Background: an optimization exercise with open tools, aiming at small area, a short achievable clock period and few clock cycles per item. Do not read the settings as production practice.
Only simulation tests tie the RTL to the original design; equivalence was not proved.
Power and IR drop assume default switching activity.

==> flow/design.v <==
`timescale 1ns/1ps
module RGB2YUV (start, clk, rst_n, inportR, inportG, inportB, done, outportY, outportU, outportV);
	input start, clk, rst_n;
	input [8:0] inportR, inportG, inportB;
	output done;
	output reg [8:0] outportY, outportU, outportV;
	wire [8:0] y, u, v;
	wire n_inportR_0 = ~inportR[0];
	wire n_inportR_1 = ~inportR[1];
	wire n_inportR_2 = ~inportR[2];
	wire n_inportR_3 = ~inportR[3];
	wire n_inportR_4 = ~inportR[4];
	wire n_inportR_5 = ~inportR[5];
	wire n_inportR_6 = ~inportR[6];
	wire n_inportR_7 = ~inportR[7];
	wire s1;
	wire c2;
	FA fa_s1 (.a(inportR[2]), .b(inportR[0]), .c(n_inportR_4), .s(s1), .co(c2));
	wire s3;
	wire c4;
	FA fa_s3 (.a(inportR[3]), .b(inportR[1]), .c(n_inportR_5), .s(s3), .co(c4));
	wire g5;
	assign g5 = n_inportR_0 & 1'b1;
	wire g6;
	assign g6 = n_inportR_0 | 1'b1;
	wire g7;
	assign g7 = n_inportR_2 & inportR[0];
	wire g8;
	assign g8 = n_inportR_2 | inportR[0];
	wire g9;
	assign g9 = n_inportR_3 & inportR[1];
	wire g10;
	assign g10 = n_inportR_3 | inportR[1];
	wire g11;
	assign g11 = c2 & s3;
	wire g12;
	assign g12 = c2 | s3;
	wire g13;
	assign g13 = n_inportR_1 & g5;
	wire g14;
	assign g14 = n_inportR_1 & g6;
	wire g15;
	assign g15 = g8 & n_inportR_1;
	wire g16;
	assign g16 = g9 | (g10 & g7);
	wire g17;
	assign g17 = g10 & g8;
	wire g18;
	assign g18 = s1 & g9;
	wire g19;
	assign g19 = s1 & g10;
	wire g20;
	assign g20 = g12 & s1;
	wire g21;
	assign g21 = g7 | (g15 & g5);
	wire g22;
	assign g22 = g16 | (g17 & g13);
	wire g23;
	assign g23 = g17 & g14;
	wire g24;
	assign g24 = g18 | (g19 & g7);
	wire g25;
	assign g25 = g19 & g15;
	wire g26;
	assign g26 = g11 | (g20 & g16);
	wire g27;
	assign g27 = g20 & g17;
	wire g28;
	assign g28 = g24 | (g25 & g5);
	wire g29;
	assign g29 = g26 | (g27 & g13);
	wire n_inportG_0 = ~inportG[0];
	wire n_inportG_1 = ~inportG[1];
	wire n_inportG_2 = ~inportG[2];
	wire n_inportG_3 = ~inportG[3];
	wire n_inportG_4 = ~inportG[4];
	wire n_inportG_5 = ~inportG[5];
	wire n_inportG_6 = ~inportG[6];
	wire n_inportG_7 = ~inportG[7];
	wire s30;
	wire c31;
	FA fa_s30 (.a(1'b1), .b(n_inportG_2), .c(n_inportG_0), .s(s30), .co(c31));
	wire s32;
	wire c33;
	FA fa_s32 (.a(n_inportG_3), .b(n_inportG_1), .c(c31), .s(s32), .co(c33));
	wire s34;
	wire c35;
	FA fa_s34 (.a(inportG[0]), .b(n_inportG_4), .c(n_inportG_2), .s(s34), .co(c35));
	wire s36;
	wire c37;
	FA fa_s36 (.a(inportG[1]), .b(n_inportG_5), .c(n_inportG_3), .s(s36), .co(c37));
	wire s38;
	wire c39;
	FA fa_s38 (.a(inportG[2]), .b(inportG[0]), .c(n_inportG_6), .s(s38), .co(c39));
	wire s40;
	wire c41;
	FA fa_s40 (.a(n_inportG_4), .b(c37), .c(s38), .s(s40), .co(c41));
	wire g42;
	assign g42 = n_inportG_0 & 1'b1;
	wire g43;
	assign g43 = n_inportG_0 | 1'b1;
	wire g44;
	assign g44 = c33 & s34;
	wire g45;
	assign g45 = c33 | s34;
	wire g46;
	assign g46 = c35 & s36;
	wire g47;
	assign g47 = c35 | s36;
	wire g48;
	assign g48 = n_inportG_1 & g42;
	wire g49;
	assign g49 = n_inportG_1 & g43;
	wire g50;
	assign g50 = s30 & n_inportG_1;
	wire g51;
	assign g51 = s32 & s30;
	wire g52;
	assign g52 = g45 & s32;
	wire g53;
	assign g53 = g46 | (g47 & g44);
	wire g54;
	assign g54 = g47 & g45;
	wire g55;
	assign g55 = s40 & g46;
	wire g56;
	assign g56 = s40 & g47;
	wire g57;
	assign g57 = g50 & g42;
	wire g58;
	assign g58 = g51 & g48;
	wire g59;
	assign g59 = g51 & g49;
	wire g60;
	assign g60 = g52 & g50;
	wire g61;
	assign g61 = g54 & g51;
	wire g62;
	assign g62 = g55 | (g56 & g44);
	wire g63;
	assign g63 = g56 & g52;
	wire g64;
	assign g64 = g44 | (g60 & g42);
	wire g65;
	assign g65 = g53 | (g61 & g48);
	wire g66;
	assign g66 = g62 | (g63 & g57);
	wire n_inportB_0 = ~inportB[0];
	wire n_inportB_1 = ~inportB[1];
	wire n_inportB_2 = ~inportB[2];
	wire n_inportB_3 = ~inportB[3];
	wire n_inportB_4 = ~inportB[4];
	wire n_inportB_5 = ~inportB[5];
	wire n_inportB_6 = ~inportB[6];
	wire n_inportB_7 = ~inportB[7];
	wire s67;
	wire c68;
	FA fa_s67 (.a(inportB[2]), .b(1'b1), .c(n_inportB_0), .s(s67), .co(c68));
	wire s69;
	wire c70;
	FA fa_s69 (.a(inportB[3]), .b(n_inportB_1), .c(c68), .s(s69), .co(c70));
	wire s71;
	wire c72;
	FA fa_s71 (.a(inportB[4]), .b(n_inportB_2), .c(c70), .s(s71), .co(c72));
	wire s73;
	wire c74;
	FA fa_s73 (.a(inportB[5]), .b(inportB[0]), .c(n_inportB_3), .s(s73), .co(c74));
	wire s75;
	wire c76;
	FA fa_s75 (.a(inportB[6]), .b(inportB[1]), .c(n_inportB_4), .s(s75), .co(c76));
	wire s77;
	wire c78;
	FA fa_s77 (.a(inportB[7]), .b(inportB[2]), .c(n_inportB_5), .s(s77), .co(c78));
	wire g79;
	assign g79 = c72 & s73;
	wire g80;
	assign g80 = c72 | s73;
	wire g81;
	assign g81 = c74 & s75;
	wire g82;
	assign g82 = c74 | s75;
	wire g83;
	assign g83 = c76 & s77;
	wire g84;
	assign g84 = c76 | s77;
	wire g85;
	assign g85 = inportB[1] & inportB[0];
	wire g86;
	assign g86 = s67 & inportB[1];
	wire g87;
	assign g87 = s69 & s67;
	wire g88;
	assign g88 = s71 & s69;
	wire g89;
	assign g89 = g80 & s71;
	wire g90;
	assign g90 = g81 | (g82 & g79);
	wire g91;
	assign g91 = g82 & g80;
	wire g92;
	assign g92 = g83 | (g84 & g81);
	wire g93;
	assign g93 = g84 & g82;
	wire g94;
	assign g94 = g87 & g85;
	wire g95;
	assign g95 = g88 & g86;
	wire g96;
	assign g96 = g89 & g87;
	wire g97;
	assign g97 = g91 & g88;
	wire g98;
	assign g98 = g92 | (g93 & g79);
	wire g99;
	assign g99 = g93 & g89;
	wire g100;
	assign g100 = g99 & g94;
	wire [8:0] sg_y;
	function [8:0] f_y;
		input [2:0] s;
		case (s)
			3'd0: f_y = 9'd494;
			3'd1: f_y = 9'd418;
			3'd2: f_y = 9'd344;
			3'd3: f_y = 9'd268;
			3'd4: f_y = 9'd465;
			3'd5: f_y = 9'd389;
			3'd6: f_y = 9'd315;
			3'd7: f_y = 9'd239;
			default: f_y = 9'd0;
		endcase
	endfunction
	assign sg_y = f_y({inportB[8], inportG[8], inportR[8]});
	wire s101;
	wire c102;
	FA fa_s101 (.a(inportR[4]), .b(inportR[2]), .c(inportG[3]), .s(s101), .co(c102));
	wire s103;
	wire c104;
	FA fa_s103 (.a(inportG[1]), .b(inportB[3]), .c(n_inportR_6), .s(s103), .co(c104));
	wire s105;
	wire c106;
	FA fa_s105 (.a(n_inportG_7), .b(n_inportG_5), .c(n_inportB_6), .s(s105), .co(c106));
	wire s107;
	wire c108;
	FA fa_s107 (.a(sg_y[0]), .b(c4), .c(c39), .s(s107), .co(c108));
	wire s109;
	wire c110;
	FA fa_s109 (.a(c78), .b(s101), .c(s103), .s(s109), .co(c110));
	wire s111;
	wire c112;
	FA fa_s111 (.a(s105), .b(s107), .c(c41), .s(s111), .co(c112));
	wire s113;
	wire c114;
	FA fa_s113 (.a(s109), .b(g29), .c(s111), .s(s113), .co(c114));
	wire s115;
	wire c116;
	FA fa_s115 (.a(inportR[5]), .b(inportR[3]), .c(inportG[4]), .s(s115), .co(c116));
	wire s117;
	wire c118;
	FA fa_s117 (.a(inportG[2]), .b(inportB[4]), .c(n_inportR_7), .s(s117), .co(c118));
	wire s119;
	wire c120;
	FA fa_s119 (.a(n_inportG_6), .b(n_inportB_7), .c(sg_y[1]), .s(s119), .co(c120));
	wire s121;
	wire c122;
	FA fa_s121 (.a(c102), .b(c104), .c(c106), .s(s121), .co(c122));
	wire s123;
	wire c124;
	FA fa_s123 (.a(s115), .b(s117), .c(s119), .s(s123), .co(c124));
	wire s125;
	wire c126;
	FA fa_s125 (.a(c108), .b(s121), .c(c110), .s(s125), .co(c126));
	wire s127;
	wire c128;
	FA fa_s127 (.a(s123), .b(c112), .c(s125), .s(s127), .co(c128));
	wire s129;
	wire c130;
	FA fa_s129 (.a(inportR[6]), .b(inportR[4]), .c(inportG[5]), .s(s129), .co(c130));
	wire s131;
	wire c132;
	FA fa_s131 (.a(inportG[3]), .b(inportB[5]), .c(n_inportG_7), .s(s131), .co(c132));
	wire s133;
	wire c134;
	FA fa_s133 (.a(sg_y[2]), .b(c116), .c(c118), .s(s133), .co(c134));
	wire s135;
	wire c136;
	FA fa_s135 (.a(s129), .b(s131), .c(c120), .s(s135), .co(c136));
	wire s137;
	wire c138;
	FA fa_s137 (.a(c122), .b(s133), .c(s135), .s(s137), .co(c138));
	wire s139;
	wire c140;
	FA fa_s139 (.a(c124), .b(c126), .c(s137), .s(s139), .co(c140));
	wire s141;
	wire c142;
	FA fa_s141 (.a(inportR[7]), .b(inportR[5]), .c(inportG[6]), .s(s141), .co(c142));
	wire s143;
	wire c144;
	FA fa_s143 (.a(inportG[4]), .b(inportB[6]), .c(sg_y[3]), .s(s143), .co(c144));
	wire s145;
	wire c146;
	FA fa_s145 (.a(c130), .b(c132), .c(s141), .s(s145), .co(c146));
	wire s147;
	wire c148;
	FA fa_s147 (.a(s143), .b(c134), .c(s145), .s(s147), .co(c148));
	wire s149;
	wire c150;
	FA fa_s149 (.a(c136), .b(s147), .c(c138), .s(s149), .co(c150));
	wire s151;
	wire c152;
	FA fa_s151 (.a(inportR[6]), .b(inportG[7]), .c(inportG[5]), .s(s151), .co(c152));
	wire s153;
	wire c154;
	FA fa_s153 (.a(inportB[7]), .b(sg_y[4]), .c(c142), .s(s153), .co(c154));
	wire s155;
	wire c156;
	FA fa_s155 (.a(s151), .b(c144), .c(c146), .s(s155), .co(c156));
	wire s157;
	wire c158;
	FA fa_s157 (.a(s153), .b(c148), .c(s155), .s(s157), .co(c158));
	wire s159;
	wire c160;
	FA fa_s159 (.a(inportR[7]), .b(inportG[6]), .c(sg_y[5]), .s(s159), .co(c160));
	wire s161;
	wire c162;
	FA fa_s161 (.a(c152), .b(c154), .c(s159), .s(s161), .co(c162));
	wire s163;
	wire c164;
	FA fa_s163 (.a(c156), .b(s161), .c(c158), .s(s163), .co(c164));
	wire s165;
	wire c166;
	FA fa_s165 (.a(inportG[7]), .b(sg_y[6]), .c(c160), .s(s165), .co(c166));
	wire s167;
	wire c168;
	FA fa_s167 (.a(s165), .b(c162), .c(c164), .s(s167), .co(c168));
	wire s169;
	wire c170;
	FA fa_s169 (.a(sg_y[7]), .b(c166), .c(c168), .s(s169), .co(c170));
	wire g171;
	assign g171 = g66 & s113;
	wire g172;
	assign g172 = g66 | s113;
	wire g173;
	assign g173 = c114 & s127;
	wire g174;
	assign g174 = c114 | s127;
	wire g175;
	assign g175 = c128 & s139;
	wire g176;
	assign g176 = c128 | s139;
	wire g177;
	assign g177 = c140 & s149;
	wire g178;
	assign g178 = c140 | s149;
	wire g179;
	assign g179 = c150 & s157;
	wire g180;
	assign g180 = c150 | s157;
	wire g181;
	assign g181 = g171 | (g172 & g98);
	wire g182;
	assign g182 = g173 | (g174 & g171);
	wire g183;
	assign g183 = g174 & g172;
	wire g184;
	assign g184 = g175 | (g176 & g173);
	wire g185;
	assign g185 = g176 & g174;
	wire g186;
	assign g186 = g177 | (g178 & g175);
	wire g187;
	assign g187 = g178 & g176;
	wire g188;
	assign g188 = g179 | (g180 & g177);
	wire g189;
	assign g189 = g180 & g178;
	wire g190;
	assign g190 = s163 & g179;
	wire g191;
	assign g191 = s163 & g180;
	wire g192;
	assign g192 = s167 & s163;
	wire g193;
	assign g193 = s169 & s167;
	wire g194;
	assign g194 = g182 | (g183 & g98);
	wire g195;
	assign g195 = g184 | (g185 & g181);
	wire g196;
	assign g196 = g186 | (g187 & g182);
	wire g197;
	assign g197 = g187 & g183;
	wire g198;
	assign g198 = g188 | (g189 & g184);
	wire g199;
	assign g199 = g189 & g185;
	wire g200;
	assign g200 = g190 | (g191 & g186);
	wire g201;
	assign g201 = g191 & g187;
	wire g202;
	assign g202 = g192 & g188;
	wire g203;
	assign g203 = g192 & g189;
	wire g204;
	assign g204 = g193 & g190;
	wire g205;
	assign g205 = g193 & g191;
	wire g206;
	assign g206 = g196 | (g197 & g98);
	wire g207;
	assign g207 = g198 | (g199 & g181);
	wire g208;
	assign g208 = g200 | (g201 & g194);
	wire g209;
	assign g209 = g202 | (g203 & g195);
	wire g210;
	assign g210 = g204 | (g205 & g196);
	wire g211;
	assign g211 = g205 & g197;
	wire g212;
	assign g212 = g210 | (g211 & g98);
	assign y = {(sg_y[8] ^ c170 ^ g212), (s169 ^ g209), (s167 ^ g208), (s163 ^ g207), (c150 ^ s157 ^ g206), (c140 ^ s149 ^ g195), (c128 ^ s139 ^ g194), (c114 ^ s127 ^ g181), (g66 ^ s113 ^ g98)};
	wire s213;
	wire c214;
	FA fa_s213 (.a(inportR[4]), .b(inportR[2]), .c(inportR[0]), .s(s213), .co(c214));
	wire s215;
	wire c216;
	FA fa_s215 (.a(inportR[5]), .b(inportR[3]), .c(inportR[1]), .s(s215), .co(c216));
	wire s217;
	wire c218;
	FA fa_s217 (.a(inportR[6]), .b(inportR[4]), .c(inportR[2]), .s(s217), .co(c218));
	wire s219;
	wire c220;
	FA fa_s219 (.a(1'b1), .b(n_inportR_0), .c(c216), .s(s219), .co(c220));
	wire s221;
	wire c222;
	FA fa_s221 (.a(inportR[7]), .b(inportR[5]), .c(inportR[3]), .s(s221), .co(c222));
	wire s223;
	wire c224;
	FA fa_s223 (.a(n_inportR_1), .b(c218), .c(s221), .s(s223), .co(c224));
	wire g225;
	assign g225 = inportR[2] & inportR[0];
	wire g226;
	assign g226 = inportR[2] | inportR[0];
	wire g227;
	assign g227 = inportR[3] & inportR[1];
	wire g228;
	assign g228 = inportR[3] | inportR[1];
	wire g229;
	assign g229 = c214 & s215;
	wire g230;
	assign g230 = c214 | s215;
	wire g231;
	assign g231 = s217 & s219;
	wire g232;
	assign g232 = s217 | s219;
	wire g233;
	assign g233 = c220 & s223;
	wire g234;
	assign g234 = c220 | s223;
	wire g235;
	assign g235 = inportR[1] & inportR[0];
	wire g236;
	assign g236 = g226 & inportR[1];
	wire g237;
	assign g237 = g227 | (g228 & g225);
	wire g238;
	assign g238 = g228 & g226;
	wire g239;
	assign g239 = s213 & g227;
	wire g240;
	assign g240 = s213 & g228;
	wire g241;
	assign g241 = g230 & s213;
	wire g242;
	assign g242 = g231 | (g232 & g229);
	wire g243;
	assign g243 = g232 & g230;
	wire g244;
	assign g244 = g233 | (g234 & g231);
	wire g245;
	assign g245 = g234 & g232;
	wire g246;
	assign g246 = g238 & g235;
	wire g247;
	assign g247 = g239 | (g240 & g225);
	wire g248;
	assign g248 = g240 & g236;
	wire g249;
	assign g249 = g229 | (g241 & g237);
	wire g250;
	assign g250 = g241 & g238;
	wire g251;
	assign g251 = g242 | (g243 & g239);
	wire g252;
	assign g252 = g243 & g240;
	wire g253;
	assign g253 = g244 | (g245 & g229);
	wire g254;
	assign g254 = g245 & g241;
	wire g255;
	assign g255 = g251 | (g252 & g225);
	wire g256;
	assign g256 = g253 | (g254 & g237);
	wire g257;
	assign g257 = g254 & g246;
	wire s258;
	wire c259;
	FA fa_s258 (.a(1'b1), .b(n_inportG_2), .c(n_inportG_0), .s(s258), .co(c259));
	wire s260;
	wire c261;
	FA fa_s260 (.a(n_inportG_3), .b(n_inportG_1), .c(c259), .s(s260), .co(c261));
	wire s262;
	wire c263;
	FA fa_s262 (.a(1'b1), .b(n_inportG_4), .c(n_inportG_2), .s(s262), .co(c263));
	wire s264;
	wire c265;
	FA fa_s264 (.a(n_inportG_0), .b(s262), .c(c261), .s(s264), .co(c265));
	wire s266;
	wire c267;
	FA fa_s266 (.a(n_inportG_5), .b(n_inportG_3), .c(n_inportG_1), .s(s266), .co(c267));
	wire s268;
	wire c269;
	FA fa_s268 (.a(c263), .b(s266), .c(c265), .s(s268), .co(c269));
	wire g270;
	assign g270 = n_inportG_0 & 1'b1;
	wire g271;
	assign g271 = n_inportG_0 | 1'b1;
	wire g272;
	assign g272 = n_inportG_1 & g270;
	wire g273;
	assign g273 = n_inportG_1 & g271;
	wire g274;
	assign g274 = s258 & n_inportG_1;
	wire g275;
	assign g275 = s260 & s258;
	wire g276;
	assign g276 = s264 & s260;
	wire g277;
	assign g277 = s268 & s264;
	wire g278;
	assign g278 = g274 & g270;
	wire g279;
	assign g279 = g275 & g272;
	wire g280;
	assign g280 = g275 & g273;
	wire g281;
	assign g281 = g276 & g274;
	wire g282;
	assign g282 = g277 & g275;
	wire g283;
	assign g283 = g281 & g270;
	wire g284;
	assign g284 = g282 & g272;
	wire [8:0] sg_u;
	function [8:0] f_u;
		input [2:0] s;
		case (s)
			3'd0: f_u = 9'd492;
			3'd1: f_u = 9'd364;
			3'd2: f_u = 9'd23;
			3'd3: f_u = 9'd407;
			3'd4: f_u = 9'd64;
			3'd5: f_u = 9'd448;
			3'd6: f_u = 9'd107;
			3'd7: f_u = 9'd491;
			default: f_u = 9'd0;
		endcase
	endfunction
	assign sg_u = f_u({inportG[8], inportR[8], inportB[8]});
	wire s285;
	wire c286;
	FA fa_s285 (.a(inportB[1]), .b(inportR[6]), .c(inportR[4]), .s(s285), .co(c286));
	wire s287;
	wire c288;
	FA fa_s287 (.a(n_inportR_2), .b(n_inportG_6), .c(n_inportG_4), .s(s287), .co(c288));
	wire s289;
	wire c290;
	FA fa_s289 (.a(n_inportG_2), .b(sg_u[0]), .c(c222), .s(s289), .co(c290));
	wire s291;
	wire c292;
	FA fa_s291 (.a(c267), .b(s285), .c(s287), .s(s291), .co(c292));
	wire s293;
	wire c294;
	FA fa_s293 (.a(c224), .b(s289), .c(s291), .s(s293), .co(c294));
	wire s295;
	wire c296;
	FA fa_s295 (.a(s293), .b(c269), .c(g256), .s(s295), .co(c296));
	wire s297;
	wire c298;
	FA fa_s297 (.a(inportB[2]), .b(inportR[7]), .c(inportR[5]), .s(s297), .co(c298));
	wire s299;
	wire c300;
	FA fa_s299 (.a(n_inportR_3), .b(n_inportG_7), .c(n_inportG_5), .s(s299), .co(c300));
	wire s301;
	wire c302;
	FA fa_s301 (.a(n_inportG_3), .b(sg_u[1]), .c(c286), .s(s301), .co(c302));
	wire s303;
	wire c304;
	FA fa_s303 (.a(c288), .b(s297), .c(s299), .s(s303), .co(c304));
	wire s305;
	wire c306;
	FA fa_s305 (.a(c290), .b(s301), .c(c292), .s(s305), .co(c306));
	wire s307;
	wire c308;
	FA fa_s307 (.a(s303), .b(c294), .c(s305), .s(s307), .co(c308));
	wire s309;
	wire c310;
	FA fa_s309 (.a(inportB[3]), .b(inportR[6]), .c(n_inportR_4), .s(s309), .co(c310));
	wire s311;
	wire c312;
	FA fa_s311 (.a(n_inportG_6), .b(n_inportG_4), .c(sg_u[2]), .s(s311), .co(c312));
	wire s313;
	wire c314;
	FA fa_s313 (.a(c298), .b(c300), .c(s309), .s(s313), .co(c314));
	wire s315;
	wire c316;
	FA fa_s315 (.a(c302), .b(s311), .c(c304), .s(s315), .co(c316));
	wire s317;
	wire c318;
	FA fa_s317 (.a(s313), .b(c306), .c(s315), .s(s317), .co(c318));
	wire s319;
	wire c320;
	FA fa_s319 (.a(inportB[4]), .b(inportR[7]), .c(n_inportR_5), .s(s319), .co(c320));
	wire s321;
	wire c322;
	FA fa_s321 (.a(n_inportG_7), .b(n_inportG_5), .c(sg_u[3]), .s(s321), .co(c322));
	wire s323;
	wire c324;
	FA fa_s323 (.a(c310), .b(s319), .c(c312), .s(s323), .co(c324));
	wire s325;
	wire c326;
	FA fa_s325 (.a(s321), .b(c314), .c(s323), .s(s325), .co(c326));
	wire s327;
	wire c328;
	FA fa_s327 (.a(c316), .b(s325), .c(c318), .s(s327), .co(c328));
	wire s329;
	wire c330;
	FA fa_s329 (.a(inportB[5]), .b(n_inportR_6), .c(n_inportG_6), .s(s329), .co(c330));
	wire s331;
	wire c332;
	FA fa_s331 (.a(sg_u[4]), .b(c320), .c(s329), .s(s331), .co(c332));
	wire s333;
	wire c334;
	FA fa_s333 (.a(c322), .b(s331), .c(c324), .s(s333), .co(c334));
	wire s335;
	wire c336;
	FA fa_s335 (.a(c326), .b(s333), .c(c328), .s(s335), .co(c336));
	wire s337;
	wire c338;
	FA fa_s337 (.a(inportB[6]), .b(n_inportR_7), .c(n_inportG_7), .s(s337), .co(c338));
	wire s339;
	wire c340;
	FA fa_s339 (.a(sg_u[5]), .b(c330), .c(s337), .s(s339), .co(c340));
	wire s341;
	wire c342;
	FA fa_s341 (.a(c332), .b(s339), .c(c334), .s(s341), .co(c342));
	wire s343;
	wire c344;
	FA fa_s343 (.a(inportB[7]), .b(sg_u[6]), .c(c338), .s(s343), .co(c344));
	wire s345;
	wire c346;
	FA fa_s345 (.a(s343), .b(c340), .c(c342), .s(s345), .co(c346));
	wire s347;
	wire c348;
	FA fa_s347 (.a(sg_u[7]), .b(c344), .c(c346), .s(s347), .co(c348));
	wire g349;
	assign g349 = c296 & s307;
	wire g350;
	assign g350 = c296 | s307;
	wire g351;
	assign g351 = c308 & s317;
	wire g352;
	assign g352 = c308 | s317;
	wire g353;
	assign g353 = c336 & s341;
	wire g354;
	assign g354 = c336 | s341;
	wire g355;
	assign g355 = s295 & g284;
	wire g356;
	assign g356 = g350 & s295;
	wire g357;
	assign g357 = g351 | (g352 & g349);
	wire g358;
	assign g358 = g352 & g350;
	wire g359;
	assign g359 = s327 & g351;
	wire g360;
	assign g360 = s327 & g352;
	wire g361;
	assign g361 = s335 & s327;
	wire g362;
	assign g362 = g354 & s335;
	wire g363;
	assign g363 = s345 & g353;
	wire g364;
	assign g364 = s345 & g354;
	wire g365;
	assign g365 = s347 & s345;
	wire g366;
	assign g366 = g349 | (g356 & g284);
	wire g367;
	assign g367 = g357 | (g358 & g355);
	wire g368;
	assign g368 = g359 | (g360 & g349);
	wire g369;
	assign g369 = g360 & g356;
	wire g370;
	assign g370 = g361 & g357;
	wire g371;
	assign g371 = g361 & g358;
	wire g372;
	assign g372 = g353 | (g362 & g359);
	wire g373;
	assign g373 = g362 & g360;
	wire g374;
	assign g374 = g364 & g361;
	wire g375;
	assign g375 = g365 & g353;
	wire g376;
	assign g376 = g365 & g362;
	wire g377;
	assign g377 = g368 | (g369 & g284);
	wire g378;
	assign g378 = g370 | (g371 & g355);
	wire g379;
	assign g379 = g372 | (g373 & g366);
	wire g380;
	assign g380 = g363 | (g374 & g367);
	wire g381;
	assign g381 = g375 | (g376 & g368);
	wire g382;
	assign g382 = g376 & g369;
	wire g383;
	assign g383 = g381 | (g382 & g284);
	assign u = {(sg_u[8] ^ c348 ^ g383), (s347 ^ g380), (s345 ^ g379), (c336 ^ s341 ^ g378), (s335 ^ g377), (s327 ^ g367), (c308 ^ s317 ^ g366), (c296 ^ s307 ^ g355), (s295 ^ g284)};
	wire s384;
	wire c385;
	FA fa_s384 (.a(inportG[4]), .b(inportG[2]), .c(inportG[0]), .s(s384), .co(c385));
	wire s386;
	wire c387;
	FA fa_s386 (.a(inportG[5]), .b(inportG[3]), .c(inportG[1]), .s(s386), .co(c387));
	wire s388;
	wire c389;
	FA fa_s388 (.a(inportG[6]), .b(inportG[4]), .c(inportG[2]), .s(s388), .co(c389));
	wire s390;
	wire c391;
	FA fa_s390 (.a(inportG[7]), .b(inportG[5]), .c(inportG[3]), .s(s390), .co(c391));
	wire s392;
	wire c393;
	FA fa_s392 (.a(1'b1), .b(n_inportG_0), .c(c389), .s(s392), .co(c393));
	wire g394;
	assign g394 = inportG[2] & inportG[0];
	wire g395;
	assign g395 = inportG[2] | inportG[0];
	wire g396;
	assign g396 = inportG[3] & inportG[1];
	wire g397;
	assign g397 = inportG[3] | inportG[1];
	wire g398;
	assign g398 = c385 & s386;
	wire g399;
	assign g399 = c385 | s386;
	wire g400;
	assign g400 = c387 & s388;
	wire g401;
	assign g401 = c387 | s388;
	wire g402;
	assign g402 = s390 & s392;
	wire g403;
	assign g403 = s390 | s392;
	wire g404;
	assign g404 = inportG[1] & inportG[0];
	wire g405;
	assign g405 = g395 & inportG[1];
	wire g406;
	assign g406 = g396 | (g397 & g394);
	wire g407;
	assign g407 = g397 & g395;
	wire g408;
	assign g408 = s384 & g396;
	wire g409;
	assign g409 = s384 & g397;
	wire g410;
	assign g410 = g399 & s384;
	wire g411;
	assign g411 = g400 | (g401 & g398);
	wire g412;
	assign g412 = g401 & g399;
	wire g413;
	assign g413 = g402 | (g403 & g400);
	wire g414;
	assign g414 = g403 & g401;
	wire g415;
	assign g415 = g407 & g404;
	wire g416;
	assign g416 = g408 | (g409 & g394);
	wire g417;
	assign g417 = g409 & g405;
	wire g418;
	assign g418 = g398 | (g410 & g406);
	wire g419;
	assign g419 = g410 & g407;
	wire g420;
	assign g420 = g411 | (g412 & g408);
	wire g421;
	assign g421 = g412 & g409;
	wire g422;
	assign g422 = g413 | (g414 & g398);
	wire g423;
	assign g423 = g414 & g410;
	wire g424;
	assign g424 = g420 | (g421 & g394);
	wire g425;
	assign g425 = g422 | (g423 & g406);
	wire g426;
	assign g426 = g423 & g415;
	wire s427;
	wire c428;
	FA fa_s427 (.a(1'b1), .b(n_inportB_2), .c(n_inportB_0), .s(s427), .co(c428));
	wire s429;
	wire c430;
	FA fa_s429 (.a(n_inportB_3), .b(n_inportB_1), .c(c428), .s(s429), .co(c430));
	wire s431;
	wire c432;
	FA fa_s431 (.a(n_inportB_4), .b(n_inportB_2), .c(c430), .s(s431), .co(c432));
	wire s433;
	wire c434;
	FA fa_s433 (.a(n_inportB_5), .b(n_inportB_3), .c(c432), .s(s433), .co(c434));
	wire g435;
	assign g435 = n_inportB_0 & 1'b1;
	wire g436;
	assign g436 = n_inportB_0 | 1'b1;
	wire g437;
	assign g437 = n_inportB_1 & g435;
	wire g438;
	assign g438 = n_inportB_1 & g436;
	wire g439;
	assign g439 = s427 & n_inportB_1;
	wire g440;
	assign g440 = s429 & s427;
	wire g441;
	assign g441 = s431 & s429;
	wire g442;
	assign g442 = s433 & s431;
	wire g443;
	assign g443 = g439 & g435;
	wire g444;
	assign g444 = g440 & g437;
	wire g445;
	assign g445 = g440 & g438;
	wire g446;
	assign g446 = g441 & g439;
	wire g447;
	assign g447 = g442 & g440;
	wire g448;
	assign g448 = g446 & g435;
	wire g449;
	assign g449 = g447 & g437;
	wire [8:0] sg_v;
	function [8:0] f_v;
		input [2:0] s;
		case (s)
			3'd0: f_v = 9'd492;
			3'd1: f_v = 9'd364;
			3'd2: f_v = 9'd87;
			3'd3: f_v = 9'd471;
			3'd4: f_v = 9'd0;
			3'd5: f_v = 9'd384;
			3'd6: f_v = 9'd107;
			3'd7: f_v = 9'd491;
			default: f_v = 9'd0;
		endcase
	endfunction
	assign sg_v = f_v({inportB[8], inportG[8], inportR[8]});
	wire s450;
	wire c451;
	FA fa_s450 (.a(inportR[1]), .b(inportG[6]), .c(inportG[4]), .s(s450), .co(c451));
	wire s452;
	wire c453;
	FA fa_s452 (.a(n_inportG_1), .b(n_inportB_6), .c(n_inportB_4), .s(s452), .co(c453));
	wire s454;
	wire c455;
	FA fa_s454 (.a(sg_v[0]), .b(c391), .c(s450), .s(s454), .co(c455));
	wire s456;
	wire c457;
	FA fa_s456 (.a(s452), .b(c393), .c(s454), .s(s456), .co(c457));
	wire s458;
	wire c459;
	FA fa_s458 (.a(s456), .b(g425), .c(c434), .s(s458), .co(c459));
	wire s460;
	wire c461;
	FA fa_s460 (.a(inportR[2]), .b(inportG[7]), .c(inportG[5]), .s(s460), .co(c461));
	wire s462;
	wire c463;
	FA fa_s462 (.a(n_inportG_2), .b(n_inportB_7), .c(n_inportB_5), .s(s462), .co(c463));
	wire s464;
	wire c465;
	FA fa_s464 (.a(sg_v[1]), .b(c451), .c(c453), .s(s464), .co(c465));
	wire s466;
	wire c467;
	FA fa_s466 (.a(s460), .b(s462), .c(c455), .s(s466), .co(c467));
	wire s468;
	wire c469;
	FA fa_s468 (.a(s464), .b(c457), .c(s466), .s(s468), .co(c469));
	wire s470;
	wire c471;
	FA fa_s470 (.a(inportR[3]), .b(inportG[6]), .c(n_inportG_3), .s(s470), .co(c471));
	wire s472;
	wire c473;
	FA fa_s472 (.a(n_inportB_6), .b(sg_v[2]), .c(c461), .s(s472), .co(c473));
	wire s474;
	wire c475;
	FA fa_s474 (.a(c463), .b(s470), .c(c465), .s(s474), .co(c475));
	wire s476;
	wire c477;
	FA fa_s476 (.a(s472), .b(c467), .c(s474), .s(s476), .co(c477));
	wire s478;
	wire c479;
	FA fa_s478 (.a(inportR[4]), .b(inportG[7]), .c(n_inportG_4), .s(s478), .co(c479));
	wire s480;
	wire c481;
	FA fa_s480 (.a(n_inportB_7), .b(sg_v[3]), .c(c471), .s(s480), .co(c481));
	wire s482;
	wire c483;
	FA fa_s482 (.a(s478), .b(c473), .c(s480), .s(s482), .co(c483));
	wire s484;
	wire c485;
	FA fa_s484 (.a(c475), .b(s482), .c(c477), .s(s484), .co(c485));
	wire s486;
	wire c487;
	FA fa_s486 (.a(inportR[5]), .b(n_inportG_5), .c(sg_v[4]), .s(s486), .co(c487));
	wire s488;
	wire c489;
	FA fa_s488 (.a(c479), .b(s486), .c(c481), .s(s488), .co(c489));
	wire s490;
	wire c491;
	FA fa_s490 (.a(c483), .b(s488), .c(c485), .s(s490), .co(c491));
	wire s492;
	wire c493;
	FA fa_s492 (.a(inportR[6]), .b(n_inportG_6), .c(sg_v[5]), .s(s492), .co(c493));
	wire s494;
	wire c495;
	FA fa_s494 (.a(c487), .b(s492), .c(c489), .s(s494), .co(c495));
	wire s496;
	wire c497;
	FA fa_s496 (.a(inportR[7]), .b(n_inportG_7), .c(sg_v[6]), .s(s496), .co(c497));
	wire s498;
	wire c499;
	FA fa_s498 (.a(c493), .b(s496), .c(c495), .s(s498), .co(c499));
	wire s500;
	wire c501;
	FA fa_s500 (.a(sg_v[7]), .b(c497), .c(c499), .s(s500), .co(c501));
	wire g502;
	assign g502 = c459 & s468;
	wire g503;
	assign g503 = c459 | s468;
	wire g504;
	assign g504 = c469 & s476;
	wire g505;
	assign g505 = c469 | s476;
	wire g506;
	assign g506 = c491 & s494;
	wire g507;
	assign g507 = c491 | s494;
	wire g508;
	assign g508 = s458 & g449;
	wire g509;
	assign g509 = g503 & s458;
	wire g510;
	assign g510 = g504 | (g505 & g502);
	wire g511;
	assign g511 = g505 & g503;
	wire g512;
	assign g512 = s484 & g504;
	wire g513;
	assign g513 = s484 & g505;
	wire g514;
	assign g514 = s490 & s484;
	wire g515;
	assign g515 = g507 & s490;
	wire g516;
	assign g516 = s498 & g506;
	wire g517;
	assign g517 = s498 & g507;
	wire g518;
	assign g518 = s500 & s498;
	wire g519;
	assign g519 = g502 | (g509 & g449);
	wire g520;
	assign g520 = g510 | (g511 & g508);
	wire g521;
	assign g521 = g512 | (g513 & g502);
	wire g522;
	assign g522 = g513 & g509;
	wire g523;
	assign g523 = g514 & g510;
	wire g524;
	assign g524 = g514 & g511;
	wire g525;
	assign g525 = g506 | (g515 & g512);
	wire g526;
	assign g526 = g515 & g513;
	wire g527;
	assign g527 = g517 & g514;
	wire g528;
	assign g528 = g518 & g506;
	wire g529;
	assign g529 = g518 & g515;
	wire g530;
	assign g530 = g521 | (g522 & g449);
	wire g531;
	assign g531 = g523 | (g524 & g508);
	wire g532;
	assign g532 = g525 | (g526 & g519);
	wire g533;
	assign g533 = g516 | (g527 & g520);
	wire g534;
	assign g534 = g528 | (g529 & g521);
	wire g535;
	assign g535 = g529 & g522;
	wire g536;
	assign g536 = g534 | (g535 & g449);
	assign v = {(sg_v[8] ^ c501 ^ g536), (s500 ^ g533), (s498 ^ g532), (c491 ^ s494 ^ g531), (s490 ^ g530), (s484 ^ g520), (c469 ^ s476 ^ g519), (c459 ^ s468 ^ g508), (s458 ^ g449)};
	assign done = start;
	always @(posedge clk or negedge rst_n) begin
		if (!rst_n) begin
			outportY <= 9'd0;
			outportU <= 9'd0;
			outportV <= 9'd0;
		end else if (start) begin
			outportY <= y;
			outportU <= u;
			outportV <= v;
		end
	end
endmodule
module FA (a, b, c, s, co);
	input a, b, c;
	output s, co;
	assign s = a ^ b ^ c;
	assign co = (a & b) | (a & c) | (b & c);
endmodule
==> flow/run.sh <==
#!/bin/bash
# synth_recipe.tcl (not shown) runs the flow's synth.tcl, then flattens the netlist and writes it again
# the make line also repeats each setting of config.mk as NAME=value (left out here)
make -C /OpenROAD-flow-scripts/flow DESIGN_CONFIG=/design/flow/config.mk WORK_HOME=/design/flow/orfs CLKGATE_MAP_FILE= SYNTH_SCRIPT=/design/flow/synth_recipe.tcl finish
==> flow/config.mk <==
export PLATFORM = sky130hd
export DESIGN_NAME = RGB2YUV
export DESIGN_NICKNAME = RGB2YUV
export VERILOG_FILES = /design/flow/design.v
export SDC_FILE = /design/flow/constraint.sdc
export NUM_CORES = 4
export LEC_CHECK = 0
export CAP_MARGIN = 20
export CORE_MARGIN = 2
export CORE_UTILIZATION = 70
export SETUP_SLACK_MARGIN = 5
export SLEW_MARGIN = 20
export SYNTH_HIERARCHICAL = 1
export SYNTH_MINIMUM_KEEP_SIZE = 0
==> flow/constraint.sdc <==
create_clock -name core_clock -period 10.0 [get_ports {clk}]
set_input_delay 2.0000 -clock core_clock [delete_from_list [all_inputs] [get_ports {clk}]]
set_output_delay 2.0000 -clock core_clock [all_outputs]
set_load 0.01 [all_outputs]
==> reports/results.ini, run 1 <==
[outcome]
outcome = stopped before the end
stop_stage = global routing (5_1_grt)
error = [ERROR DPL-0038] Utilization greater than 100%, impossible to legalize

[floorplanning]
die_h_um = 89.75
die_w_um = 89.75
start_util = 0.7173
ios = 58
rows = 31

[clocking]
cts-htree-levels = 1
numCtsBuffers = 3
cts_sinks = 27
cts_max_path_buffers = 2
cts_root_buffer = clkbuf_8

[logic_synthesis]
ys_types = 50
avgSynthCellArea_um2 = 11.78
ys_ff_latch = 27
async_reset_ff_frac = 1.000
yosys_warnings = 7
seq_area_frac_synth = 0.1313
synth_ff_type = dfrtp_1
postSynthCellCount = 437
synth-edff-count = 0
syn_area_mm2 = 0.005147

[grt]
grt_max_degree = 28

[placement]
gp_congestion = 0.9531
place.port_buffers = 57
hpwl_um = 11350
place_inst = 594

[sta]
endpoint_type = register input
crit_endpoint = outportY[6]$_DFFE_PN0P_/D

[worst min-delay path by stage]
stage / to / depth (start not counted)
global placement: outportY[0] / 2
floorplan: outportY[0] / 2
detailed placement: outportY[0] / 2
CTS: outportY[0] / 2
[per-stage QoR]
stage	hold slack [ns]	area, um2	power (mW)	util	worst slack, ns
global placement	0.4804	6055	1.505	0.8438	3.217
floorplan	0.5187	5376	1.150	-	4.282
CTS	0.5165	6848	1.876	0.9543	4.406
detailed placement	0.4929	6055	1.576	0.8438	3.142
[power groups by stage]
| stage | combinational [mW] | clock, mW | sequential, mW |
|---|---|---|---|
| detailed placement | 1.37 | 0 | 0.205 |
| floorplan | 0.922 | 0 | 0.228 |
| CTS | 1.61 | 0.0644 | 0.204 |
| global placement | 1.30 | 0 | 0.203 |
[per-module statistics from Yosys, one instance, submodules excluded]
| module | copies in the design | flip-flops and latches | cells inside | area (um2) |
|---|---|---|---|---|
| RGB2YUV | 1 | 27 | 309 | 2585 |
| FA | 128 | 0 | 1 | 20.02 |
[logic make-up after synthesis]
family / count (synthesis) / synth area share
XOR/XNOR: 19 / 0.03379
other: 1 / 0.0007285
buffers and inverters: 74 / 0.05493
flip-flops: 27 / 0.1313
AND/OR/NAND/NOR: 66 / 0.06684
AO/OA/AOI/OAI: 71 / 0.09528
multiplexers: 12 / 0.02601
adder cells (fa/ha/maj): 167 / 0.5912
[cells in the mapped netlist (3+ instances only)]
cell / count / area [um2]
clkbuf_1: 5 / 18.77
nand4_1: 4 / 25.02
nand3_1: 6 / 30.03
xor2_1: 7 / 61.31
o211ai_1: 3 / 22.52
nor2_1: 14 / 52.55
nor4_1: 3 / 18.77
nand2b_1: 7 / 43.79
ha_1: 32 / 400.4
fa_1: 129 / 2582
o21a_1: 3 / 22.52
o21bai_1: 3 / 22.52
xnor2_1: 11 / 96.34
o311ai_0: 3 / 26.28
o22ai_1: 4 / 25.02
maj3_1: 6 / 60.06
a21oi_1: 23 / 115.1
a31oi_1: 4 / 25.02
nor2b_1: 3 / 18.77
nor3_1: 6 / 30.03
o21ai_0: 11 / 55.05
dfrtp_1: 27 / 675.7
mux2_2: 11 / 123.9
inv_1: 66 / 247.7
nand2_1: 12 / 45.04
and2_1: 3 / 18.77
[repair_timing]
action                     CTS
setup endpoints to repair   28
pin swaps                   62
gates cloned                 2
buffers inserted            50
hold buffers                 0
resized for setup          236
Testbench counts, summed over its fixed seeds: cycles 3,208, items 3,200.
==> inputs of run 2 (changes only) <==
--- a/flow/config.mk
+++ b/flow/config.mk
@@ -8,7 +8,7 @@
 export CAP_MARGIN = 20
 export CORE_MARGIN = 2
 export CORE_UTILIZATION = 70
-export SETUP_SLACK_MARGIN = 5
+export SETUP_SLACK_MARGIN = 3
 export SLEW_MARGIN = 20
 export SYNTH_HIERARCHICAL = 1
 export SYNTH_MINIMUM_KEEP_SIZE = 0
==> run 2 against run 1 <==
The run now finishes clean. Area after synthesis stayed put. Synthesized cell count stayed put.
==> reports/results.ini, run 2 <==
[layout]
fin_nets = 691
area_growth_pct = 14.54
reg.largest.list = outportU (9), outportV (9), outportY (9)
n_fill_cell = 419
antenna_cells = 0
final_cell_area_mm2 = 0.005896
drive_gt1_frac = 0.04208
layout_commonest_cell = fa_1
final_cell_mix = 129 x fa_1, 66 x inv_1, 56 x clkdlybuf4s50_1, 32 x ha_1, 27 x dfrtp_1

[clocking]
cts.reportedPaths.clkPinSlew_ns = 0.09
numCtsBuffers = 3
cts_tree = done
clock_latency_ns = 0.27
cts_max_path_buffers = 2
cts_sinks = 27
ctsHoldBuffers = 0
cts-htree-levels = 1
cts_root_buffer = clkbuf_8

[worst_setup_path]
worstPathArrival_ns = 6.82
cp_common_cell = fa_1
ff2ff_path_depth = 2
ff2ff_setup_slack_ns = 9.00
cp_max_fo = 6
worstSetupEndpointType = flip-flop
worstPathRequired_ns = 10.16
path_cells = clkdlybuf4s50_1, inv_1, fa_1, fa_1, fa_1, fa_1, fa_1, fa_1, ha_1, inv_1, nand3_1, o22ai_1, nor3_1, a311o_1
slowest_stage = clkdlybuf4s50_1
slowest_delay_ns = 0.75
startpoint_type = primary input
worstSetupPathType = primary input to flip-flop

[sta]
final_hold_viol_count = 0
period_minus_slack_ns = 6.656
tightest_slew_ns = 0.7422
final.setup.tns_ns = 0
maxSlewViolCount = 0
fin_skew_ns = 0
finalSetupViolCount = 0
max_freq_ghz = 0.1502
rsz0062_at_grt = no
fin_crit_sh = 0.6656
max_slew_margin = 0.5006

[power]
power_frac_seq = 0.130
p_per_area_mw_per_mm2 = 261.4
p_leak_nw = 2.484
pwr-share-clk = 0.040
ir_worst_vdd_mv = 0.2246
p_comb_frac = 0.830
p_switching_mw = 0.7191
p_int_mw = 0.8219
p_sw_frac = 0.4667

[floorplanning]
die_w_um = 89.75
die-area_mm2 = 0.008055
ios = 58
start_util = 0.7173
rows = 31
core_region_area_mm2 = 0.007176
die_h_um = 89.75

[logic_synthesis]
post-synth-top-count-cell = fa_1
syn_area_mm2 = 0.005147
async_reset_ff_frac = 1.000
ys_types = 50
synth_ff_type = dfrtp_1
postSynthCellCount = 437
ys_ff_latch = 27
netlist_top_cells_count = 129 x fa_1, 66 x inv_1, 32 x ha_1
seq_area_frac_synth = 0.1313
yosys.area.top_type = fa_1
synth-edff-count = 0
avgSynthCellArea_um2 = 11.78
yosysTopAreaCellShare = 0.5017
synthTopCellsByArea = fa_1 50%, dfrtp_1 13%, ha_1 7.8%
yosys_warnings = 7

[detailed_routing]
drtIter0Drc = 182
first_pass_iters = 4
antenna_left = 0
drt_wl_total_um = 12410
drc_errors = 0
wl_per_cell_um = 20.76
viasPerCell = 6.065
vias = 3627

[job]
max_cap_violations = 0

[grt]
grt.total_usage = 0.3463
grt_antenna_before_repair = 0
grt_pass1_vias = 4299
grt_pass1_wl_um = 21330
grt_overflow = 0
grt_max_degree = 47

[min_path]
worst_hold_path.num_cells = 1
hold_path_class = flip-flop to flip-flop

[placement]
gp_congestion = 0.9262
place.port_buffers = 57
placed_area_mm2 = 0.005848
hpwl_um = 10800

[outcome]
outcome = finished clean

-- run 2: worst max-delay path: cells and delay by family --
family	cells	cell delay, ns
buffers and inverters	3	1.21
adder cells (fa/ha/maj)	7	2.83
AO/OA/AOI/OAI	2	0.59
AND/OR/NAND/NOR	2	0.18
-- run 2: power by group through the flow --
stage,Combinational (mW),Clock (mW),Sequential [mW]
4_1_cts,1.28,0.0635,0.202
2_1_floorplan,0.854,0,0.228
3_3_place_gp,1.22,0,0.201
5_1_grt,1.43,0.0687,0.209
6_report,1.28,0.0616,0.200
3_5_place_dp,1.28,0,0.203
-- run 2: routing by layer --
metal / vias to the layer above / GRT usage / part of all wire
met3: 48 / 0.05784 / 0.057
met4: 0 / 0.1564 / 0.051
met2: 153 / 0.6136 / 0.53
met1: 1888 / 0.4200 / 0.36
li1: 1538 / - / -
met5: - / 0 / 0
-- run 2: final timing paths --
path	start	to
worst max-delay path	inportG[7]	outportU[8]
worst min-delay path	outportV[3]	outportV[3]
worst max register to register	outportV[8]	outportV[8]
worst min register to register	outportV[3]	outportV[3]
max in group asynchronous	rst_n	outportV[6]
min in group asynchronous	rst_n	outportU[0]
-- run 2: cell type report --
class	count	area (um2)	area share
clock buffer	4	45.04	0.007640
inverter	67	251.5	0.04266
multi-input combinational	342	4212	0.7143
sequential	27	675.6	0.1146
tap	99	123.9	0.02101
timing repair buffer	59	588.1	0.09975
-- run 2: per-module statistics from Yosys, one instance, submodules excluded --
module   cell area (um2)  copies in the design  flops+latches
FA                 20.02                   128              0
RGB2YUV             2585                     1             27
-- run 2: per-stage QoR --
stage	setup slack [ns]	utilization	cells	total power, mW	hold slack (ns)
floorplan	4.157	-	443	1.081	0.5187
global placement	3.014	0.8150	594	1.424	0.4883
detailed placement	2.930	0.8150	594	1.480	0.4839
CTS	3.223	0.8213	598	1.550	0.5176
global route	3.125	0.8216	598	1.712	0.5413
finish	3.344	0.8216	598	1.541	0.5160
-- run 2: cell families (layout without fill, tap and decap cells) --
kind of cell | count (synthesis) | count (layout) | share of synthesized area
adders and majority gates | 167 | 167 | 0.5912
buffers and inverters | 74 | 130 | 0.05493
AOI/OAI and AO/OA | 71 | 71 | 0.09528
and+or+nand+nor | 66 | 66 | 0.06684
DFF | 27 | 27 | 0.1313
xor gates and xnor gates | 19 | 19 | 0.03379
muxes | 12 | 12 | 0.02601
other | 1 | 7 | 0.0007285
-- run 2: what timing repair did --
action / in CTS / in global routing
buffers inserted: 0 / 0
resized for setup: 0 / 1
setup endpoints to repair: 0 / 1
==> inputs of run 3 (changes only) <==
--- a/flow/config.mk
+++ b/flow/config.mk
@@ -7,8 +7,8 @@
 export LEC_CHECK = 0
 export CAP_MARGIN = 20
 export CORE_MARGIN = 2
-export CORE_UTILIZATION = 70
-export SETUP_SLACK_MARGIN = 3
+export CORE_UTILIZATION = 55
+export SETUP_SLACK_MARGIN = 4.5
 export SLEW_MARGIN = 20
 export SYNTH_HIERARCHICAL = 1
 export SYNTH_MINIMUM_KEEP_SIZE = 0
==> run 3 against run 2 <==
Still clean. Worst hold slack got worse by 0.0085 ns. Clock power rose by 8.9%. Cell count is 10% higher. Sequential power barely moved. Die area grew 26%. Largest cell class unchanged. Largest power group unchanged.
==> reports/results.ini, run 3 <==
[outcome]
outcome = finished clean

[worst_setup_path]
startpoint_type = primary input
worstSetupEndpointType = flip-flop
worstPathRequired_ns = 10.18
worstReg2RegStart = outportY[6]
cp_max_fo = 6
cp-startpoint = inportG[6]
worstSetupPathType = primary input to flip-flop
worstPathArrival_ns = 5.74

[floorplanning]
rows = 35
die_w_um = 100.7
ios = 58
die-area_mm2 = 0.01015
core_region_area_mm2 = 0.009153
start_util = 0.5624
die_h_um = 100.7

[layout]
drive_gt1_frac = 0.2993
area_growth_pct = 27.37
antenna_cells = 0
reg.largest.list = outportU (9), outportV (9), outportY (9)
final_cell_mix = 100 x fa_1, 53 x buf_4, 50 x inv_1, 30 x clkdlybuf4s50_1, 29 x fa_2
layout_commonest_cell = fa_1
final_cell_area_mm2 = 0.006556
layout.cells.non_filler = 659
fin_nets = 740

[logic_synthesis]
synthTopCellsByArea = fa_1 50%, dfrtp_1 13%, ha_1 7.8%
seq_area_frac_synth = 0.1313
ys_ff_latch = 27
syn_area_mm2 = 0.005147
synth_ff_type = dfrtp_1
yosysTopAreaCellShare = 0.5017
ys_types = 50
post-synth-top-count-cell = fa_1
postSynthCellCount = 437
avgSynthCellArea_um2 = 11.78
async_reset_ff_frac = 1.000
yosys.area.top_type = fa_1
synth-edff-count = 0
yosys_warnings = 7
netlist_top_cells_count = 129 x fa_1, 66 x inv_1, 32 x ha_1

[detailed_routing]
wl_met3_um = 653
drtIter0Drc = 111
dr_wl_met2_um = 6957
drc_errors = 0
wl_per_cell_um = 19.51
met1Wirelength_um = 4872
drt_wl_total_um = 12860
antenna_left = 0
viasPerCell = 5.564
top_layer = met4
vias = 3667
first_pass_iters = 4

[grt]
grt_pass1_vias = 4203
grt_pass1_wl_um = 21330
grt_overflow = 0
grt_antenna_before_repair = 0
grt.total_usage = 0.2784
grt_max_degree = 47

[clocking]
cts_tree = done
numCtsBuffers = 3
cts_sinks = 27
ctsHoldBuffers = 0
clock_latency_ns = 0.27
cts_root_buffer = clkbuf_8
cts_max_path_buffers = 2
cts.reportedPaths.clkPinSlew_ns = 0.11
cts-htree-levels = 1

[placement]
place.port_buffers = 57
place_inst = 605
hpwl_um = 10270
gp_congestion = 0.9074
placed_area_mm2 = 0.005932

[sta]
max_slew_margin = 0.4421
tightest_slew_ns = 0.8369
maxSlewViolCount = 0
final.setup.tns_ns = 0
timing.hold.ws_ns = 0.5075
rsz0062_at_grt = yes
period_minus_slack_ns = 5.560
fin_skew_ns = 0
finalSetupViolCount = 0
max_freq_ghz = 0.1798
final_hold_viol_count = 0
fin_crit_sh = 0.5560

[power]
p_leak_nw = 2.694
ir_worst_vdd_mv = 0.2628
p_total_mw = 1.670
p_per_area_mw_per_mm2 = 254.8

[job]
max_cap_violations = 0

[min_path]
hold_path_class = flip-flop to flip-flop
hp-start = outportY[0]

==> run 3: cell counts after synthesis <==
Identical to the previous run, type by type.
==> run 3: through the flow <==
stage | utilization | setup WS, ns
after floorplan | - | 4.282
after global placement | 0.6481 | 2.988
after detailed placement | 0.6481 | 2.976
after CTS | 0.6861 | 4.407
after global routing | 0.7163 | 4.292
final | 0.7163 | 4.440
==> run 3: what timing repair did <==
item,4_1_cts,5_1_grt
setup buffers,28,22
gates resized for setup,165,47
endpoints found under the setup margin,25,18
pin swaps,23,26
==> run 3: Yosys stat by module (local to each module, per instance) <==
module   cells inside  area [um2]  flops+latches
FA                  1       20.02              0
RGB2YUV           309        2585             27
==> run 3: path summary, 6_finish.rpt <==
path                       slack [ns]  cells past startpoint     endpoint
min in group asynchronous        2.09                      2  outportV[3]
max in group asynchronous        7.63                      2  outportV[0]
hold reg to reg                  0.51                      2  outportY[0]
setup / recovery                 4.44                     14  outportY[6]
hold / removal                   0.51                      2  outportY[0]
setup reg to reg                 8.95                      3  outportY[6]
==> run 3: cells by family (layout without fill, tap and decap cells) <==
logic type                 Yosys count  in the layout  share of synthesized area
AOI/OAI and AO/OA                   71             71                    0.09528
xor gates and xnor gates            19             19                    0.03379
adders and majority gates          167            167                     0.5912
buffers and inverters               74            179                    0.05493
DFF                                 27             27                     0.1313
muxes                               12             12                    0.02601
other                                1              7                  0.0007285
and+or+nand+nor                     66             66                    0.06684
==> run 3: routing by layer <==
metal / vias to the layer above / global-route usage
met5: - / 0
met1: 1910 / 0.3431
li1: 1640 / -
met2: 96 / 0.5082
met3: 21 / 0.04300
met4: 0 / 0.07692
==> run 3: worst max-delay path, stage by stage <==
cell and delay (ns):
buf_12 0.09, clkinvlp_4 0.07, buf_4 0.14, buf_4 0.13, fa_2 0.38, fa_1 0.55
fa_2 0.46, fa_1 0.54, inv_1 0.05, ha_2 0.17, or2_4 0.23, or3b_4 0.38
o2111a_1 0.22, or3_1 0.31
==> run 3: power breakdown <==
part / internal [mW] / total, mW / leakage [nW] / switching, mW
Clock: 0.0280 / 0.0671 / 0.0255 / 0.0390
Combinational: 0.721 / 1.40 / 2.36 / 0.682
Sequential: 0.172 / 0.200 / 0.313 / 0.0285
==> run 3: final cells by class <==
type / instances / area, um2
flip-flops and latches: 27 / 675.6
clock buffers: 3 / 41.29
multi-input cells: 342 / 4441
well taps: 111 / 138.9
inverters: 67 / 289.0
clock inverters: 1 / 5.005
repair buffers: 108 / 965.9
fillers: 695 / 2596
==> inputs of run 4 (changes only) <==
--- a/flow/config.mk
+++ b/flow/config.mk
@@ -8,7 +8,7 @@
 export CAP_MARGIN = 20
 export CORE_MARGIN = 2
 export CORE_UTILIZATION = 55
-export SETUP_SLACK_MARGIN = 4.5
+export SETUP_SLACK_MARGIN = 4
 export SLEW_MARGIN = 20
 export SYNTH_HIERARCHICAL = 1
 export SYNTH_MINIMUM_KEEP_SIZE = 0
==> run 4 against run 3 <==
Largest power group unchanged. First-iteration DRC count rose by 1.8%. Worst hold slack got worse by 0.014 ns. Total power decreased by 8.9%. Global-route usage decreased by 1.0 points. Count of clock-buffer cells in the layout increased by 1. Cell area shrank 8.2%. Highest routed layer unchanged. Register-to-register slack gained 0.05 ns. Critical path depth is 2 lower. Cell count is 5.2% lower. Sequential cell count stayed put.
==> reports/results.ini, run 4 <==
[outcome]
outcome = finished clean

[sta]
finalSetupViolCount = 0
final.setup.tns_ns = 0
rsz0062_at_grt = yes
max_slew_margin = 0.4620
period_minus_slack_ns = 5.891
tightest_slew_ns = 0.8071
fin_skew_ns = 0
maxSlewViolCount = 0
fin_crit_sh = 0.5891
final_hold_viol_count = 0
max_freq_ghz = 0.1697

[layout]
drive_gt1_frac = 0.1440
fin_nets = 706
area_growth_pct = 16.97
layout_commonest_cell = fa_1
antenna_cells = 0
n_fill_cell = 734
regArea_um2 = 675.6
layout.cells.non_filler = 625
reg.largest.list = outportU (9), outportV (9), outportY (9)
multi_input_area_mm2 = 0.004265
final_cell_mix = 129 x fa_1, 58 x inv_1, 30 x ha_1, 30 x clkdlybuf4s50_1, 27 x dfrtp_1

[worst_setup_path]
cp_max_fo = 7
ff2ff_path_depth = 2
worstPathArrival_ns = 6.10
worstSetupEndpointType = flip-flop
endpoint = outportY[7]
cp-startpoint = inportR[8]
worstReg2RegStart = outportU[8]
worst_r2r_endpoint = outportU[8]
ff2ff_setup_slack_ns = 9.00
worstSetupPathType = primary input to flip-flop
worstPathRequired_ns = 10.21
startpoint_type = primary input

[logic_synthesis]
yosys_warnings = 7
synth_ff_type = dfrtp_1
netlist_top_cells_count = 129 x fa_1, 66 x inv_1, 32 x ha_1
seq_area_frac_synth = 0.1313
syn_area_mm2 = 0.005147
async_reset_ff_frac = 1.000
synthTopCellsByArea = fa_1 50%, dfrtp_1 13%, ha_1 7.8%
post-synth-top-count-cell = fa_1
postSynthCellCount = 437
yosys.area.top_type = fa_1
avgSynthCellArea_um2 = 11.78
ys_ff_latch = 27
synth-edff-count = 0
yosysTopAreaCellShare = 0.5017
ys_types = 50

[floorplanning]
ios = 58
rows = 35
die_h_um = 100.7
die-area_mm2 = 0.01015
core_region_area_mm2 = 0.009153
start_util = 0.5624
die_w_um = 100.7

[grt]
grt_overflow = 0
grt_pass1_vias = 4064
grt_pass1_wl_um = 20580
grt.total_usage = 0.2684
grt_max_degree = 47
grt_antenna_before_repair = 0

[detailed_routing]
first_pass_iters = 4
drtIter0Drc = 113
vias = 3479
wl_per_cell_um = 19.10
drt_wl_total_um = 11940
drc_errors = 0
antenna_left = 0
viasPerCell = 5.566

[job]
max_cap_violations = 0

[min_path]
hp-start = outportY[0]
hold_path_class = flip-flop to flip-flop

[clocking]
cts_root_buffer = clkbuf_8
cts.reportedPaths.clkPinSlew_ns = 0.11
cts_tree = done
numCtsBuffers = 3
cts_max_path_buffers = 2
cts_sinks = 27
cts-htree-levels = 1
clock_latency_ns = 0.27

[placement]
place.port_buffers = 57
hpwl_um = 10370
gp_congestion = 0.9446
place_inst = 605

[power]
ir_worst_vdd_mv = 0.2236
p_total_mw = 1.522
p_leak_nw = 2.559
p_per_area_mw_per_mm2 = 252.7

run 4: cell counts after synthesis:
Identical to the previous run, type by type.
run 4: final cells by class:
type | instances | area share
repair buffers | 74 | 0.1022
flip-flops and latches | 27 | 0.1122
multi-input cells | 342 | 0.7084
well taps | 111 | 0.02307
inverters | 67 | 0.04655
clock buffers | 4 | 0.007481
run 4: where the power goes:
group          internal, mW  switching (mW)  total, mW
registers             0.172          0.0277      0.199
clock network        0.0286          0.0367     0.0654
logic                 0.627           0.630       1.26
total                 0.827           0.694       1.52
run 4: layer usage:
layer | track usage | vias up | wire [um]
li1 | - | 1576 | -
met1 | 0.3419 | 1778 | 4774
met2 | 0.4687 | 99 | 6151
met3 | 0.03953 | 26 | 523
met4 | 0.09694 | 0 | 487
met5 | 0 | - | 0
run 4: worst min-delay path by stage:
stage             endpoint  slack [ns]  cells after the start
2_1_floorplan  outportY[0]        0.52                      2
3_3_place_gp   outportY[0]        0.49                      2
3_5_place_dp   outportY[0]        0.47                      2
4_1_cts        outportY[0]        0.50                      2
5_1_grt        outportU[2]        0.53                      1
6_report       outportY[0]        0.49                      2
run 4: Yosys stat by module (local to each module, per instance):
module | times used | cell area, um2 | cells
RGB2YUV | 1 | 2585 | 309
FA | 128 | 20.02 | 1
run 4: critical path, cell delays in order:
cell	delay, ns
buf_2	0.21
inv_1	0.17
ha_2	0.42
mux2i_4	0.11
fa_1	0.45
fa_1	0.44
fa_1	0.42
fa_1	0.39
fa_1	0.40
fa_1	0.50
or3_1	0.40
a31oi_1	0.18
run 4: what timing repair did:
action                                  CTS  global route
gates resized for setup                  71            48
hold buffers                              0             0
buffers inserted                         13             3
endpoints found under the setup margin   18            16
pin swaps                                 0             1
run 4: per-stage QoR:
step                      hold WS [ns]  cell area [um2]  worst slack, ns  utilization
final                           0.4939             6021            4.109       0.6578
after global routing            0.5318             6021            3.970       0.6578
after CTS                       0.5010             6050            3.973       0.6610
after detailed placement        0.4729             5851            3.054       0.6392
after global placement          0.4878             5851            3.153       0.6392
after floorplan                 0.5187             5170            4.157            -
run 4: cell families (layout without fill, tap and decap cells):
logic type                 Yosys count  after routing  synth area share
adders and majority gates          167            167            0.5912
buffers and inverters               74            145           0.05493
AOI/OAI and AO/OA                   71             71           0.09528
and+or+nand+nor                     66             66           0.06684
DFF                                 27             27            0.1313
xor gates and xnor gates            19             19           0.03379
muxes                               12             12           0.02601
other                                1              7         0.0007285

static timing again, ports no longer ideal:
In the flow no input, the clock included, has a driving cell. The finished layouts below were timed again as built, in two steps.
Step 1: set_driving_cell puts a clkbuf_16 on clk and a buf_2 on each other input, an assumption about the parent block.
Step 2, shift: input delay + t, output delay - t, t = (earliest + latest rising clock arrival at the registers) / 2. This alone moves slack from input paths to output paths.
a / b / c = ideal ports / drivers / drivers and shift; a / b = the first two.
| run | shift t [ns] | slack for setup (ns) | clock arrival spread, ns | worst register clock-pin slew, ns | worst slew at a driven data input, ns |
|---|---|---|---|---|---|
| run 2 | 0.294 | 3.344 / 3.349 / 3.054 | 0.009 / 0.009 | 0.09 / 0.09 | 0.05 |
| run 3 | 0.309 | 4.440 / 4.408 / 4.099 | 0.016 / 0.016 | 0.11 / 0.11 | 0.07 |
| run 4 | 0.307 | 4.109 / 4.115 / 3.808 | 0.013 / 0.014 | 0.11 / 0.11 | 0.04 |
After both steps every run listed still meets setup and hold. The setup slack of run 3, which loses most, moves by -0.032 ns with the drivers and by -0.341 ns with both steps.
